Context: an optimization exercise on an open-source flow, tuned for small area. The choices shown serve that exercise and are no tape-out recipe.
No run shown here included a check of the RTL's function; only the layout flow was run.
Power and IR drop assume default switching activity.

==> flow/design.v, too long to show whole: its modules and the start of the top module <==
// module dsel_cell: 7 lines
// module fa_cell: 6 lines
// module ha_cell: 6 lines
// module nand3_cell: 5 lines
// module or2_cell: 5 lines
// module sel2_cell: 5 lines
// module sel3_cell: 5 lines
// module xnor2_cell: 5 lines
// module xor2_cell: 5 lines
// module sparse_matrix_mul: 2019 lines
module sparse_matrix_mul(clk,m1i1,m1i2,m1i3,m1i4,m2c1,m2c2,m2c3,m2c4,m2c5, m2c6, m2c7, m2c8, m2c9, m2c10, m2c11, m2c12, m2c13, m2c14, m2c15, m2c16, f11, f12, f13, f14, f21, f22, f23, f24, f31, f32, f33, f34, f41, f42, f43, f44, o1,o2,o3,o4);
  // ...
==> flow/run.sh <==
#!/bin/bash
# synth_recipe.tcl (not shown) runs the flow's synth.tcl, then flattens the netlist and writes it again
# the make line also repeats each setting of config.mk as NAME=value (left out here)
make -C /OpenROAD-flow-scripts/flow DESIGN_CONFIG=/design/flow/config.mk WORK_HOME=/design/flow/orfs CLKGATE_MAP_FILE= SYNTH_SCRIPT=/design/flow/synth_recipe.tcl finish
==> flow/config.mk <==
export PLATFORM = sky130hd
export DESIGN_NAME = sparse_matrix_mul
export DESIGN_NICKNAME = sparse_matrix_mul
export VERILOG_FILES = /design/flow/design.v
export SDC_FILE = /design/flow/constraint.sdc
export NUM_CORES = 4
export LEC_CHECK = 0
export CAP_MARGIN = 20
export CORE_MARGIN = 2
export CORE_UTILIZATION = 40
export SLEW_MARGIN = 20
export SYNTH_HIERARCHICAL = 1
==> flow/constraint.sdc <==
create_clock -name core_clock -period 5.0 [get_ports {clk}]
set_input_delay 1.0000 -clock core_clock [delete_from_list [all_inputs] [get_ports {clk}]]
set_output_delay 1.0000 -clock core_clock [all_outputs]
set_load 0.01 [all_outputs]
==> summary.md, run 1 <==
| Metric | Value |
|---|---|
| Most frequent cells in the layout | 240 x a222oi_1, 225 x buf_4, 203 x clkdlybuf4s50_1, 150 x fa_1, 140 x dfxtp_1 |
| Critical path required time | 5300 ps |
| Placed cell area | 0.01760 sq mm |
| Count of final setup violators | 20 |
| Status | failed layout checks |
| Layout cell share with drive strength beyond 1 | a little under a quarter |
| Critical Path Source Type | input pin |
| M1 WL | 16730 um |
| Worst r2r dst | s22[7] |
| Total chip power | 6.193 mW |
| Sink Count | 140 |
| Core area | 0.03237 sq mm |
| Critical path endpoint | s44[8] |
| CP max stage cell | fa_2 |
| WHS | 414.2 ps |
| Hold Crit Depth | 1 |
| Initial antenna violation count | 5 |
| Failed layout checks | setup timing |
| Final setup margin | -175.3 ps |
| Comb_multi_in | 932 |
| Antenna diodes | 2 |
| Hold buffer count at CTS | 0 |
| Synth cell types | 12 |
| Mean Syn Cell Area | between 10 and 15 sq um |
| Critical Path Max Stage Delay | 510 ps |
==> run 2: changes to the inputs <==
--- a/flow/design.v
+++ b/flow/design.v
@@ -47,17 +47,17 @@
   output y;
   assign y = a ^ b;
 endmodule
 module sparse_matrix_mul(clk,m1i1,m1i2,m1i3,m1i4,m2c1,m2c2,m2c3,m2c4,m2c5, m2c6, m2c7, m2c8, m2c9, m2c10, m2c11, m2c12, m2c13, m2c14, m2c15, m2c16, f11, f12, f13, f14, f21, f22, f23, f24, f31, f32, f33, f34, f41, f42, f43, f44, o1,o2,o3,o4);
 input clk;
 input [7:0] m1i1,m1i2,m1i3,m1i4;
 input [7:0] m2c1,m2c2,m2c3,m2c4,m2c5,m2c6,m2c7,m2c8,m2c9,m2c10,m2c11,m2c12,m2c13,m2c14,m2c15,m2c16;
 input f11, f12, f13, f14, f21, f22, f23, f24, f31, f32, f33, f34, f41, f42, f43, f44;
-output [8:0] o1,o2,o3,o4;
+output reg [8:0] o1,o2,o3,o4;
 wire t1_1;
 wire t1_2;
 wire t1_3;
 wire t1_4;
 wire t1_5;
 wire t1_6;
 wire t1_7;
 wire t1_8;
@@ -1855,26 +1855,26 @@
   or2_cell u_p41_48(p41_42, p41_45, p41_48);
   xor2_cell u_p41_49(p41_29, p41_30, p41_49);
   xor2_cell u_p41_50(p41_49, p41_27, p41_50);
   xor2_cell u_p41_51(p41_50, p41_20, p41_51);
   xor2_cell u_p41_52(p41_44, p41_51, p41_52);
   xor2_cell u_p41_53(p41_52, p41_11, p41_53);
   xor2_cell u_p41_54(p41_53, p41_46, p41_54);
   xnor2_cell u_p41_55(p41_54, p41_48, p41_55);
-  xnor2_cell u_p41_56(s31[0], p41_4, p41_56);
+  xor2_cell u_p41_56(s31[0], p41_4, p41_56);
   or2_cell u_p41_57(s31[0], p41_4, p41_57);
   fa_cell u_p41_58(s31[1], p41_5, p41_57, p41_58, p41_59);
   fa_cell u_p41_60(s31[2], p41_59, p41_31, p41_60, p41_61);
   fa_cell u_p41_62(s31[3], p41_61, p41_33, p41_62, p41_63);
   fa_cell u_p41_64(s31[4], p41_63, p41_37, p41_64, p41_65);
   fa_cell u_p41_66(s31[5], p41_65, p41_41, p41_66, p41_67);
   fa_cell u_p41_68(s31[6], p41_47, p41_67, p41_68, p41_69);
   fa_cell u_p41_70(s31[7], p41_55, p41_69, p41_70, p41_71);
-  xnor2_cell u_p41_72(s31[8], p41_71, p41_72);
+  xor2_cell u_p41_72(s31[8], p41_71, p41_72);
   dsel_cell u_p42_1(m2c14[0], m2c14[1], f42, p42_1, p42_2, p42_3);
   sel2_cell u_p42_4(p42_1, p42_3, m1i4[0], p42_4);
   sel3_cell u_p42_5(p42_1, m1i4[1], p42_2, m1i4[0], p42_3, t4[1], p42_5);
   sel3_cell u_p42_6(p42_1, m1i4[2], p42_2, m1i4[1], p42_3, t4[2], p42_6);
   sel3_cell u_p42_7(p42_1, m1i4[3], p42_2, m1i4[2], p42_3, t4[3], p42_7);
   sel3_cell u_p42_8(p42_1, m1i4[4], p42_2, m1i4[3], p42_3, t4[4], p42_8);
   sel3_cell u_p42_9(p42_1, m1i4[5], p42_2, m1i4[4], p42_3, t4[5], p42_9);
   sel3_cell u_p42_10(p42_1, m1i4[6], p42_2, m1i4[5], p42_3, t4[6], p42_10);
@@ -1908,26 +1908,26 @@
   or2_cell u_p42_48(p42_42, p42_45, p42_48);
   xor2_cell u_p42_49(p42_29, p42_30, p42_49);
   xor2_cell u_p42_50(p42_49, p42_27, p42_50);
   xor2_cell u_p42_51(p42_50, p42_20, p42_51);
   xor2_cell u_p42_52(p42_44, p42_51, p42_52);
   xor2_cell u_p42_53(p42_52, p42_11, p42_53);
   xor2_cell u_p42_54(p42_53, p42_46, p42_54);
   xnor2_cell u_p42_55(p42_54, p42_48, p42_55);
-  xnor2_cell u_p42_56(s32[0], p42_4, p42_56);
+  xor2_cell u_p42_56(s32[0], p42_4, p42_56);
   or2_cell u_p42_57(s32[0], p42_4, p42_57);
   fa_cell u_p42_58(s32[1], p42_5, p42_57, p42_58, p42_59);
   fa_cell u_p42_60(s32[2], p42_59, p42_31, p42_60, p42_61);
   fa_cell u_p42_62(s32[3], p42_61, p42_33, p42_62, p42_63);
   fa_cell u_p42_64(s32[4], p42_63, p42_37, p42_64, p42_65);
   fa_cell u_p42_66(s32[5], p42_65, p42_41, p42_66, p42_67);
   fa_cell u_p42_68(s32[6], p42_47, p42_67, p42_68, p42_69);
   fa_cell u_p42_70(s32[7], p42_55, p42_69, p42_70, p42_71);
-  xnor2_cell u_p42_72(s32[8], p42_71, p42_72);
+  xor2_cell u_p42_72(s32[8], p42_71, p42_72);
   dsel_cell u_p43_1(m2c15[0], m2c15[1], f43, p43_1, p43_2, p43_3);
   sel2_cell u_p43_4(p43_1, p43_3, m1i4[0], p43_4);
   sel3_cell u_p43_5(p43_1, m1i4[1], p43_2, m1i4[0], p43_3, t4[1], p43_5);
   sel3_cell u_p43_6(p43_1, m1i4[2], p43_2, m1i4[1], p43_3, t4[2], p43_6);
   sel3_cell u_p43_7(p43_1, m1i4[3], p43_2, m1i4[2], p43_3, t4[3], p43_7);
   sel3_cell u_p43_8(p43_1, m1i4[4], p43_2, m1i4[3], p43_3, t4[4], p43_8);
   sel3_cell u_p43_9(p43_1, m1i4[5], p43_2, m1i4[4], p43_3, t4[5], p43_9);
   sel3_cell u_p43_10(p43_1, m1i4[6], p43_2, m1i4[5], p43_3, t4[6], p43_10);
@@ -1961,26 +1961,26 @@
   or2_cell u_p43_48(p43_42, p43_45, p43_48);
   xor2_cell u_p43_49(p43_29, p43_30, p43_49);
   xor2_cell u_p43_50(p43_49, p43_27, p43_50);
   xor2_cell u_p43_51(p43_50, p43_20, p43_51);
   xor2_cell u_p43_52(p43_44, p43_51, p43_52);
   xor2_cell u_p43_53(p43_52, p43_11, p43_53);
   xor2_cell u_p43_54(p43_53, p43_46, p43_54);
   xnor2_cell u_p43_55(p43_54, p43_48, p43_55);
-  xnor2_cell u_p43_56(s33[0], p43_4, p43_56);
+  xor2_cell u_p43_56(s33[0], p43_4, p43_56);
   or2_cell u_p43_57(s33[0], p43_4, p43_57);
   fa_cell u_p43_58(s33[1], p43_5, p43_57, p43_58, p43_59);
   fa_cell u_p43_60(s33[2], p43_59, p43_31, p43_60, p43_61);
   fa_cell u_p43_62(s33[3], p43_61, p43_33, p43_62, p43_63);
   fa_cell u_p43_64(s33[4], p43_63, p43_37, p43_64, p43_65);
   fa_cell u_p43_66(s33[5], p43_65, p43_41, p43_66, p43_67);
   fa_cell u_p43_68(s33[6], p43_47, p43_67, p43_68, p43_69);
   fa_cell u_p43_70(s33[7], p43_55, p43_69, p43_70, p43_71);
-  xnor2_cell u_p43_72(s33[8], p43_71, p43_72);
+  xor2_cell u_p43_72(s33[8], p43_71, p43_72);
   dsel_cell u_p44_1(m2c16[0], m2c16[1], f44, p44_1, p44_2, p44_3);
   sel2_cell u_p44_4(p44_1, p44_3, m1i4[0], p44_4);
   sel3_cell u_p44_5(p44_1, m1i4[1], p44_2, m1i4[0], p44_3, t4[1], p44_5);
   sel3_cell u_p44_6(p44_1, m1i4[2], p44_2, m1i4[1], p44_3, t4[2], p44_6);
   sel3_cell u_p44_7(p44_1, m1i4[3], p44_2, m1i4[2], p44_3, t4[3], p44_7);
   sel3_cell u_p44_8(p44_1, m1i4[4], p44_2, m1i4[3], p44_3, t4[4], p44_8);
   sel3_cell u_p44_9(p44_1, m1i4[5], p44_2, m1i4[4], p44_3, t4[5], p44_9);
   sel3_cell u_p44_10(p44_1, m1i4[6], p44_2, m1i4[5], p44_3, t4[6], p44_10);
@@ -2014,26 +2014,26 @@
   or2_cell u_p44_48(p44_42, p44_45, p44_48);
   xor2_cell u_p44_49(p44_29, p44_30, p44_49);
   xor2_cell u_p44_50(p44_49, p44_27, p44_50);
   xor2_cell u_p44_51(p44_50, p44_20, p44_51);
   xor2_cell u_p44_52(p44_44, p44_51, p44_52);
   xor2_cell u_p44_53(p44_52, p44_11, p44_53);
   xor2_cell u_p44_54(p44_53, p44_46, p44_54);
   xnor2_cell u_p44_55(p44_54, p44_48, p44_55);
-  xnor2_cell u_p44_56(s34[0], p44_4, p44_56);
+  xor2_cell u_p44_56(s34[0], p44_4, p44_56);
   or2_cell u_p44_57(s34[0], p44_4, p44_57);
   fa_cell u_p44_58(s34[1], p44_5, p44_57, p44_58, p44_59);
   fa_cell u_p44_60(s34[2], p44_59, p44_31, p44_60, p44_61);
   fa_cell u_p44_62(s34[3], p44_61, p44_33, p44_62, p44_63);
   fa_cell u_p44_64(s34[4], p44_63, p44_37, p44_64, p44_65);
   fa_cell u_p44_66(s34[5], p44_65, p44_41, p44_66, p44_67);
   fa_cell u_p44_68(s34[6], p44_47, p44_67, p44_68, p44_69);
   fa_cell u_p44_70(s34[7], p44_55, p44_69, p44_70, p44_71);
-  xnor2_cell u_p44_72(s34[8], p44_71, p44_72);
+  xor2_cell u_p44_72(s34[8], p44_71, p44_72);
 reg [7:0] s11;
 always @(posedge clk) s11 <= {p11_55, p11_47, p11_41, p11_37, p11_33, p11_31, p11_5, p11_4};
 reg [7:0] s12;
 always @(posedge clk) s12 <= {p12_55, p12_47, p12_41, p12_37, p12_33, p12_31, p12_5, p12_4};
 reg [7:0] s13;
 always @(posedge clk) s13 <= {p13_55, p13_47, p13_41, p13_37, p13_33, p13_31, p13_5, p13_4};
 reg [7:0] s14;
 always @(posedge clk) s14 <= {p14_55, p14_47, p14_41, p14_37, p14_33, p14_31, p14_5, p14_4};
@@ -2048,21 +2048,13 @@
 reg [8:0] s31;
 always @(posedge clk) s31 <= {p31_72, p31_70, p31_68, p31_66, p31_64, p31_62, p31_60, p31_58, p31_56};
 reg [8:0] s32;
 always @(posedge clk) s32 <= {p32_72, p32_70, p32_68, p32_66, p32_64, p32_62, p32_60, p32_58, p32_56};
 reg [8:0] s33;
 always @(posedge clk) s33 <= {p33_72, p33_70, p33_68, p33_66, p33_64, p33_62, p33_60, p33_58, p33_56};
 reg [8:0] s34;
 always @(posedge clk) s34 <= {p34_72, p34_70, p34_68, p34_66, p34_64, p34_62, p34_60, p34_58, p34_56};
-reg [8:0] s41;
-always @(posedge clk) s41 <= {p41_72, p41_70, p41_68, p41_66, p41_64, p41_62, p41_60, p41_58, p41_56};
-reg [8:0] s42;
-always @(posedge clk) s42 <= {p42_72, p42_70, p42_68, p42_66, p42_64, p42_62, p42_60, p42_58, p42_56};
-reg [8:0] s43;
-always @(posedge clk) s43 <= {p43_72, p43_70, p43_68, p43_66, p43_64, p43_62, p43_60, p43_58, p43_56};
-reg [8:0] s44;
-always @(posedge clk) s44 <= {p44_72, p44_70, p44_68, p44_66, p44_64, p44_62, p44_60, p44_58, p44_56};
-assign o1 = s41 ^ 9'd511;
-assign o2 = s42 ^ 9'd511;
-assign o3 = s43 ^ 9'd511;
-assign o4 = s44 ^ 9'd511;
+always @(posedge clk) o1 <= {p41_72, ~p41_70, ~p41_68, ~p41_66, ~p41_64, ~p41_62, ~p41_60, ~p41_58, p41_56};
+always @(posedge clk) o2 <= {p42_72, ~p42_70, ~p42_68, ~p42_66, ~p42_64, ~p42_62, ~p42_60, ~p42_58, p42_56};
+always @(posedge clk) o3 <= {p43_72, ~p43_70, ~p43_68, ~p43_66, ~p43_64, ~p43_62, ~p43_60, ~p43_58, p43_56};
+always @(posedge clk) o4 <= {p44_72, ~p44_70, ~p44_68, ~p44_66, ~p44_64, ~p44_62, ~p44_60, ~p44_58, p44_56};
 endmodule
==> flow/flow/run.sh (new file) <==
#!/bin/bash
# Standard ORFS layout (the standard.sh, unchanged) with two placement/CTS options:
#  - port buffers use the smallest buffer (buf_1) instead of buffer_ports' default pick
#  - CTS with clkbuf_8 and without dummy loads
set -euo pipefail
export BUFFER_PORTS_ARGS="-buffer_cell sky130_fd_sc_hd__buf_1"
export CTS_ARGS="-sink_clustering_enable -repair_clock_nets -buf_list sky130_fd_sc_hd__clkbuf_8 -dont_use_dummy_load"
bash standard.sh > standard.log 2>&1
==> flow/standard.sh (new file) <==
#!/bin/bash
# synth_recipe.tcl (not shown) runs the flow's synth.tcl, then flattens the netlist and writes it again
# the make line also repeats each setting of config.mk as NAME=value (left out here)
make -C /OpenROAD-flow-scripts/flow DESIGN_CONFIG=/design/flow/config.mk WORK_HOME=/design/flow/orfs CLKGATE_MAP_FILE= SYNTH_SCRIPT=/design/flow/synth_recipe.tcl "${@:-finish}"
==> flow/config.mk (replaced) <==
export PLATFORM = sky130hd
export DESIGN_NAME = sparse_matrix_mul
export DESIGN_NICKNAME = sparse_matrix_mul
export VERILOG_FILES = /design/flow/design.v
export SDC_FILE = /design/flow/constraint.sdc
export NUM_CORES = 4
export LEC_CHECK = 0
export CAP_MARGIN = 20
export CORE_MARGIN = 2
export CORE_UTILIZATION = 40
export GPL_TIMING_DRIVEN = 0
export SLEW_MARGIN = 20
export SYNTH_HIERARCHICAL = 1
removed: flow/run.sh
==> run 2 against run 1 <==
Net effect:
- still fails the layout checks on setup timing
- critical endpoint is now o2[7]
- worst hold slack better by 8.2 ps
- fmax shrank 2.5%
- largest power group unchanged
- non-clock buffer count shrank 203
- clock power shrank about 50%
- clock-buffer cell count is the same
- area after synthesis is 0.23% lower
- worst setup slack worse by 130 ps
- sequential share of layout area up 2.9 points
==> summary.md, run 2 <==
| Metric | Value |
|---|---|
| Final Hold Fails | 0 (unchanged) |
| Sink Count | 140 (unchanged) |
| Starting DRT DRC Count | 2293 (was 1899) |
| Post-DP HPWL | 27660 um (was 32060 um) |
| Crit path cell chain | buf_16 -> ha_4 -> fa_2 -> fa_2 -> fa_2 -> fa_2 -> buf_6 -> a222oi_1 -> fa_1 -> fa_1 -> fa_2 -> fa_2 -> fa_2 -> inv_1 (was buf_8 -> ha_4 -> fa_2 -> fa_2 -> fa_2 -> fa_2 -> buf_6 -> a222oi_1 -> fa_1 -> fa_1 -> fa_2 -> fa_2 -> fa_2 -> xnor2_1) |
| Critical Path Source Type | input pin (unchanged) |
| Critical Path Max Stage Delay | 520 ps (was 510 ps) |
| Crit. path cell count | 14 (unchanged) |
| Layout Nets | 1740 (was 1951) |
| P_leak | 5.030 nW (was 6.640 nW) |
| CTS tree | built (unchanged) |
| Core area | 0.03237 sq mm (unchanged) |
| Min Tclk post-route | 5309 ps (was 5175 ps) |
| Top cell types by occurrence after synthesis | 240 x a222oi_1, 200 x fa_1, 140 x dfxtp_1 (unchanged) |
| Worst clock skew | 20.56 ps (was 11.69 ps) |
| Synth area leaders | fa_1 31%, dfxtp_1 21%, a222oi_1 18%, xor2_1 7.5%, and3b_1 6.4% (was fa_1 31%, dfxtp_1 21%, a222oi_1 18%, xor2_1 7.0%, and3b_1 6.4%) |
| Die area | 0.03413 sq mm (was 0.03421 sq mm) |
| Critical path capture point type | flop (unchanged) |
| Synth Flop Type | dfxtp_1 (unchanged) |
| Routed WL per cell | 21.22 um (was 19.93 um) |
| Post-synthesis sequential area ratio | 21.45% (was 21.40%) |
| Clock-pin slew on the worst setup and hold paths | 70 ps (was 60 ps) |
| Finished Core Util | 47.51% (was 56.62%) |
| Layout cell share with drive strength beyond 1 | 11.86% (was 23.53%) |
| Critical path required time | 5320 ps (was 5300 ps) |
| Count of final setup violators | 23 (was 20) |
| Rel. slew slack | 35.30% (was 45.64%) |
| Vias in the first global route | 10996 (was 11852) |
| First-pass GRT wire length | 59170 um (was 62470 um) |
| Final WL | 38190 um (was 40350 um) |
| Slew Viols, Final | 0 (unchanged) |
| Die Span Y | 184.7 um (was 185.0 um) |
| # DRC | 0 (unchanged) |
| RSZ-0062 raised after global routing | yes (unchanged) |
| Ys Warns | 7 (unchanged) |
| GRT overflow | 0 (unchanged) |
| Buffers plus inverters on the worst setup path | 3 (was 2) |
| Worst vdd ir | 0.0001323 V (was 0.0001852 V) |
| Status | failed layout checks (unchanged) |
| Worst skew pair latency | 440 ps (was 420 ps) |
| Worst reg2reg path depth | 8 (unchanged) |
| Die Width | 184.7 um (was 185.0 um) |
| Total CTS buffers | 17 (unchanged) |
| Max Fanout on Critical Path | 4 (was 5) |
| Max-cap viol count | 0 (unchanged) |
| Synthesized cell area | 0.01307 sq mm (was 0.01310 sq mm) |
| Syn nets | 1481 (was 1489) |
| I/O pin total | 213 (unchanged) |
| Family with the most delay on the worst path | adder cells (unchanged) |
| Dpl ws | -1005 ps (was -1041 ps) |
| Routability cong. | 0.9110 (was 0.9485) |
| Via count | 11381 (was 12106) |
| Fin crit share | 106.2% (was 103.5%) |
| CP max stage cell | fa_1 (was fa_2) |
| Post-synthesis async set-or-reset flop share | 0% (unchanged) |
| Mean Syn Cell Area | 11.88 sq um (was 11.82 sq um) |
| Routed Antenna Nets | 0 (unchanged) |
| WP data arrival | 5630 ps (was 5480 ps) |
| Post-synth EDFFs | 0 (unchanged) |
| Synth area leader | fa_1 (unchanged) |
| Initial antenna violation count | 5 (unchanged) |
| Final setup margin | -308.7 ps (was -175.3 ps) |
| Most frequent cells in the layout | 240 x a222oi_1, 197 x buf_1, 151 x fa_1, 140 x dfxtp_1, 112 x xor2_1 (was 240 x a222oi_1, 225 x buf_4, 203 x clkdlybuf4s50_1, 150 x fa_1, 140 x dfxtp_1) |
| Synth top area share | 30.64% (was 30.57%) |
| Row count | 66 (unchanged) |
| Total chip power | 5.061 mW (was 6.193 mW) |
| Critical setup path kind | in -> reg (unchanged) |
| Failed layout checks | setup timing (unchanged) |
| Top-count cell post-synth | a222oi_1 (unchanged) |
| Root Driver | clkbuf_8 (was clkbuf_16) |
| Clock Path Buffers | 2 (unchanged) |
| Initial Util | 40.37% (was 40.46%) |
| H-tree depth | 4 (unchanged) |
| Hold WC Path Type | reg -> reg (unchanged) |
| P&R area growth vs syn | 17.70% (was 39.93%) |
| Hold Crit Depth | 1 (unchanged) |
| DR pass1 iterations | 12 (was 13) |
| Most common cell after layout, fill and taps aside | a222oi_1 (unchanged) |
| Number of synthesized register bits | 140 (unchanged) |
| Cells after Synth | 1100 (was 1108) |
| PwrDens | 329.0 mW/mm^2 (was 337.9 mW/mm^2) |
| Measured slew at the worst slew-check pin | 970.4 ps (was 815.4 ps) |
| Gr usage total | 22.35% (was 23.36%) |
| Largest net degree at the start of global routing | 34 (was 33) |
| Synth cell types | 12 (unchanged) |
| Buffers on Ports | 212 (unchanged) |
| Fmax | 0.1884 GHz (was 0.1932 GHz) |
| CP most frequent cell | fa_2 (unchanged) |
| DR vias/cell | 6.323 (was 5.978) |
## run 2: cell count changes after synthesis
| cell | before | now |
|---|---|---|
| xor2_1 | 104 | 112 |
| xnor2_1 | 84 | 76 |
| inv_1 | 36 | 28 |
## run 2: kinds of logic after synthesis
kind of cell               count (synthesis)  synth area share (%)
AOI/OAI and AO/OA                        288                 20.22
and+or+nand+nor                          252                 13.90
adders and majority gates                204                 31.02
xor gates and xnor gates                 188                 12.60
DFF                                      140                 21.45
buffers and inverters                     28                0.8043
## run 2: path summary, 6_finish.rpt
check | endpoint | slack [ps] | from
max | o2[7] | -310 | m1i4[1]
min | s34[8] | 420 | s24[8]
max reg2reg | s32[7] | 1380 | s22[0]
min reg2reg | s34[8] | 420 | s24[8]
## run 2: layout make-up
class | instances | area [sq um]
clock buffer | 17 | 234.0
sequential | 140 | 2803
tap | 442 | 553.0
fill | 3106 | 16990
antenna | 1 | 2.502
inverter | 28 | 105.1
timing repair buffer | 240 | 1356
multi-input combinational | 932 | 10330
## run 2: timing repair
item                                    CTS  global route
hold buffers                              0             0
pin swaps                                36            13
buffers inserted                         12             9
cloned                                    6             0
gates resized for setup                  44             9
endpoints found under the setup margin   36            27
## run 2: routing by layer
layer	part of all wire, %	GRT usage, %	vias to the layer above
met5	0.13	0	-
met4	2.4	7.746	8
met3	11	5.355	76
met2	46	36.54	824
met1	40	29.00	5439
li1	-	-	5034
## run 2: worst register-to-register path: cells and delay by family (launching register included)
family                     cells  cell delay (ps)
and+or+nand+nor                1              230
adders and majority gates      7             3000
DFF                            1              340
## run 2: modules after synthesis, one instance, submodules excluded
| module | area [sq um] | flip-flops and latches | cells inside | copies in the design |
|---|---|---|---|---|
| nand3_cell | 5.005 | 0 | 1 | 48 |
| sel3_cell | 10.01 | 0 | 1 | 240 |
| ha_cell | 12.51 | 0 | 1 | 4 |
| dsel_cell | 25.02 | 0 | 3 | 48 |
| or2_cell | 6.256 | 0 | 1 | 60 |
| xor2_cell | 8.758 | 0 | 1 | 112 |
| xnor2_cell | 8.758 | 0 | 1 | 76 |
| sparse_matrix_mul | 2908 | 140 | 168 | 1 |
| fa_cell | 20.02 | 0 | 1 | 200 |
| sel2_cell | 5.005 | 0 | 1 | 48 |
## run 2: power breakdown
part	leakage [nW]	switching, mW	internal [mW]
Combinational	3.73	1.38	1.15
Clock	0.122	0.363	0.299
Sequential	1.18	0.257	1.62
## run 2: stage by stage
stage | hold slack [ps] | std cells | area (sq um) | setup TNS (ps)
2_1_floorplan | 404.3 | 1100 | 13230 | -5756
3_3_place_gp | 410.9 | 1754 | 14570 | -59600
3_5_place_dp | 413.3 | 1755 | 14600 | -33040
4_1_cts | 426.3 | 1790 | 15290 | -3445
5_1_grt | 442.6 | 1799 | 15380 | -5264
6_report | 422.4 | 1800 | 15380 | -3899

==> afterwards: timing with drivers on the ports <==
No port has a modelled driver above. Below, the same layouts with a new extraction and two added sets of constraints.
Step 1 (the two cells are an assumption about what drives the block):
set clk [get_ports {clk}]
set_driving_cell -lib_cell sky130_fd_sc_hd__clkbuf_16 $clk
set_driving_cell -lib_cell sky130_fd_sc_hd__buf_2 [delete_from_list [all_inputs] $clk]
Step 2 also shifts input and output timing later by t, the mid clock arrival at the registers, as if the neighbouring blocks saw the same clock.
a / b / c = no drivers / after step 1 / after step 2; a / b = the first two.
run | shift t [ns] | setup WS [ns] | pins driven straight from the clock port
run 1 | 0.464 | -0.175 / -0.171 / -0.635 | 1
run 2 | 0.471 | -0.309 / -0.349 / -0.820 | 1
For run 2, which loses most, drivers alone change the setup slack by -0.040 ns; drivers and shift together by -0.511 ns.
